What follows belongs to an exercise in optimizing a design on an open flow for small area; a production flow would make more cautious choices.
Only simulation tests tie the RTL to the original design; equivalence was not proved.
No driver is modelled on the clock port, so clock power and skew are understated where the tree is cut down; a real chip needs a root buffer or a tree.
Power figures rest on the tool's default switching activity, not on a simulated workload.

==> flow/design.v (excerpt) <==
module fifo_wrapper (
    clk,
    reset,
    avalon_address,             
    avalon_write,               
    avalon_read,                
    avalon_writedata,           
    avalon_readdata,            
    avalon_status               
);
Settings: LEC_CHECK=0, CAP_MARGIN=20, CORE_MARGIN=2, CORE_UTILIZATION=40, CTS_BUF_LIST=sky130_fd_sc_hd__clkbuf_2 sky130_fd_sc_hd__clkbuf_4, CTS_CLUSTER_DIAMETER=60, CTS_CLUSTER_SIZE=20, SLEW_MARGIN=20; clock period 5.0 ns.
run.sh (not shown) runs the stock make flow with config.mk's settings and CLKGATE_MAP_FILE= SYNTH_SCRIPT=/design/flow/synth_recipe.tcl, a recipe that flattens the netlist after the stock synthesis.
The first run ran to the end with no violations.
Change:
CTS_BUF_LIST = unset   (was sky130_fd_sc_hd__clkbuf_2 sky130_fd_sc_hd__clkbuf_4)
CTS_CLUSTER_DIAMETER = unset   (was 60)
CTS_CLUSTER_SIZE = unset   (was 20)
The new run completed with no timing, DRC or antenna violations.
Via count drops by 1.0%.
Non-clock buffer count stays the same.
Area after synthesis stays the same.
Worst setup slack gains 0.16 ns.
Global-route usage climbs by 0.13 points.
Clock power climbs by 81%.


Another version of the RTL of fifo_wrapper (not shown whole).
Size in the first run: roughly 280 cells after synthesis, roughly 24 I/O pins, ~5200 um^2 of cells after synthesis.
clock: 5.0 ns
lec_check: 0
cap_margin: 20
core_margin: 2
core_utilization: 40
slew_margin: 20
synth_hierarchical: 1
synth_minimum_keep_size: 0
standard.sh (not shown) runs the stock make flow with config.mk's settings and CLKGATE_MAP_FILE= SYNTH_SCRIPT=/design/flow/synth_recipe.tcl, a recipe that flattens the netlist after the stock synthesis.
==> flow/flow/run.sh <==
#!/bin/bash
# Standard ORFS layout with two changes: port buffers use the smallest
# buffer cell, and the clock tree is a root inverter driving a few leaf
# inverters, each for one cluster of registers (flow/mycts.tcl, run as the
# CTS step's PRE_CTS_TCL hook). ORFS writes each tool's log under
# orfs/logs; make's own output goes to flow_make.log here.
set -euo pipefail
here=$(pwd)
export BUFFER_PORTS_ARGS="-buffer_cell sky130_fd_sc_hd__buf_1"
export PRE_CTS_TCL="$here/flow/mycts.tcl"
export MYCTS_ROOT=sky130_fd_sc_hd__inv_6
export MYCTS_LEAF=sky130_fd_sc_hd__inv_16
export MYCTS_NLEAF=4
export MYCTS_NX=2
bash standard.sh finish > flow_make.log 2>&1
==> flow/flow/mycts.tcl <==
proc outterm { inst } {
  set t [$inst findITerm X]
  if { $t == "NULL" || $t == "" } { set t [$inst findITerm Y] }
  return $t
}

# Manual clock tree: the clock port drives a root buffer (or inverter),
# which drives NLEAF leaf buffers (or inverters: both levels invert, so the
# registers see the clock's polarity), each driving the clock pins of one cluster of
# registers (clusters split by position).  NLEAF 0: root drives all.
proc mycts { root_master leaf_master nleaf {nx 0} } {
  set db [ord::get_db]
  set block [ord::get_db_block]
  set clk [$block findNet clk]
  set sinks {}
  foreach it [$clk getITerms] {
    lappend sinks $it
  }
  # root buffer near the centroid of the sinks
  set sx 0; set sy 0; set n 0
  foreach it $sinks {
    set b [[$it getInst] getBBox]
    set sx [expr {$sx + ([$b xMin] + [$b xMax]) / 2}]
    set sy [expr {$sy + ([$b yMin] + [$b yMax]) / 2}]
    incr n
  }
  set cx [expr {$sx / $n}]; set cy [expr {$sy / $n}]
  set rm [$db findMaster $root_master]
  set root [odb::dbInst_create $block $rm clkbuf_root]
  set rnet [odb::dbNet_create $block clknet_root]
  $rnet setSigType CLOCK
  $root setLocation $cx $cy
  $root setPlacementStatus PLACED
  foreach it $sinks { $it disconnect }
  [$root findITerm A] connect $clk
  [outterm $root] connect $rnet
  if { $nleaf == 0 } {
    foreach it $sinks { $it connect $rnet }
    return
  }
  # split sinks into nleaf groups: sort by x into nx columns, then each by y
  set pts {}
  foreach it $sinks {
    set b [[$it getInst] getBBox]
    lappend pts [list $it [expr {([$b xMin] + [$b xMax]) / 2}] [expr {([$b yMin] + [$b yMax]) / 2}]]
  }
  if { $nx == 0 } { set nx [expr {$nleaf >= 4 ? 2 : 1}] }
  if { $nleaf == 2 && $nx == 0 } { set nx 2 }
  set ny [expr {$nleaf / $nx}]
  set pts [lsort -integer -index 1 $pts]
  set per [expr {int(ceil(double([llength $pts]) / $nx))}]
  set k 0
  for {set i 0} {$i < $nx} {incr i} {
    set col [lrange $pts [expr {$i * $per}] [expr {($i + 1) * $per - 1}]]
    set col [lsort -integer -index 2 $col]
    set per2 [expr {int(ceil(double([llength $col]) / $ny))}]
    for {set j 0} {$j < $ny} {incr j} {
      set grp [lrange $col [expr {$j * $per2}] [expr {($j + 1) * $per2 - 1}]]
      if { [llength $grp] == 0 } { continue }
      set gx 0; set gy 0
      foreach p $grp { set gx [expr {$gx + [lindex $p 1]}]; set gy [expr {$gy + [lindex $p 2]}] }
      set gx [expr {$gx / [llength $grp]}]; set gy [expr {$gy / [llength $grp]}]
      set lm [$db findMaster $leaf_master]
      set leaf [odb::dbInst_create $block $lm clkbuf_leaf_$k]
      set lnet [odb::dbNet_create $block clknet_leaf_$k]
      $lnet setSigType CLOCK
      $leaf setLocation $gx $gy
      $leaf setPlacementStatus PLACED
      [$leaf findITerm A] connect $rnet
      [outterm $leaf] connect $lnet
      foreach p $grp { [lindex $p 0] connect $lnet }
      incr k
    }
  }
}

# Used as ORFS's PRE_CTS_TCL hook: build the tree here and make the
# step's own repair_clock_inverters and clock_tree_synthesis calls no-ops.
mycts $::env(MYCTS_ROOT) $::env(MYCTS_LEAF) $::env(MYCTS_NLEAF) $::env(MYCTS_NX)
proc clock_tree_synthesis { args } {
  puts "clock tree built by flow/mycts.tcl"
}
# cts.tcl calls this right after the hook; it would clone each leaf
# inverter once per register.
proc repair_clock_inverters { args } {
  puts "repair_clock_inverters skipped: flow/mycts.tcl's tree is balanced"
}
Edit:
--- a/flow/flow/run.sh
+++ b/flow/flow/run.sh
@@ -10,6 +10,6 @@
 export PRE_CTS_TCL="$here/flow/mycts.tcl"
 export MYCTS_ROOT=sky130_fd_sc_hd__inv_6
-export MYCTS_LEAF=sky130_fd_sc_hd__inv_16
-export MYCTS_NLEAF=4
-export MYCTS_NX=2
+export MYCTS_LEAF=sky130_fd_sc_hd__inv_8
+export MYCTS_NLEAF=6
+export MYCTS_NX=3
 bash standard.sh finish > flow_make.log 2>&1
Outcome: The changed run completed with no timing, DRC or antenna violations; final cell count climbs by 0.42%; flip-flop and latch count stays the same; via count climbs by 1.7%; clock skew is about the same; total power went down by 1.1%; setup slack is better by 0.013 ns; sequential share of layout area rises by 0.17 points; synthesized area is unchanged.
Edit:
Settings changed: PLACE_DENSITY from default to 0.9.
Outcome: First-iteration DRC count falls by 8.2%. Cell count hardly moves. Via count rises by 4.3%. Critical path depth falls by 1. Clock skew stays flat. Maximum frequency rises by about 4.3%. Register-to-register slack is worse by 0.02 ns. Sequential cell count stays the same. Routed wire length rises by about 4%. Hold slack barely changes. Sequential share of layout area is about the same.
No run of this note takes its clock network from TritonCTS; it comes from the design's own scripts or RTL.

==> what the ideal ports hide <==
The results above use ideal ports. As a check the final layouts listed here were re-extracted and re-timed, cells and wires unchanged.
Step 1 (the two cells are an assumption about what drives the block):
set clk [get_ports {clk}]
set_driving_cell -lib_cell sky130_fd_sc_hd__clkbuf_16 $clk
set_driving_cell -lib_cell sky130_fd_sc_hd__buf_2 [delete_from_list [all_inputs] $clk]
Step 2, shift: input delay + t, output delay - t, t = (earliest + latest rising clock arrival at the registers) / 2. This alone moves slack from input paths to output paths.
Slacks: no drivers / after step 1 / after step 2; pairs: no drivers / after step 1.
| run | t, ns | slack for setup (ns) | worst setup path after step 2 |
|---|---|---|---|
| the first run of note 1 | 0.587 | 0.513 / 0.477 / 1.065 | register to output |
| the second run of note 1 | 0.459 | 0.672 / 0.631 / 1.089 | register to output |
| the first run of note 2 | 0.286 | 1.502 / 1.458 / 1.744 | register to output |
| the second run of note 2 | 0.271 | 1.515 / 1.470 / 1.740 | register to output |
| the third run of note 2 | 0.266 | 1.658 / 1.615 / 1.881 | register to output |
After both steps every run listed still meets setup and hold.
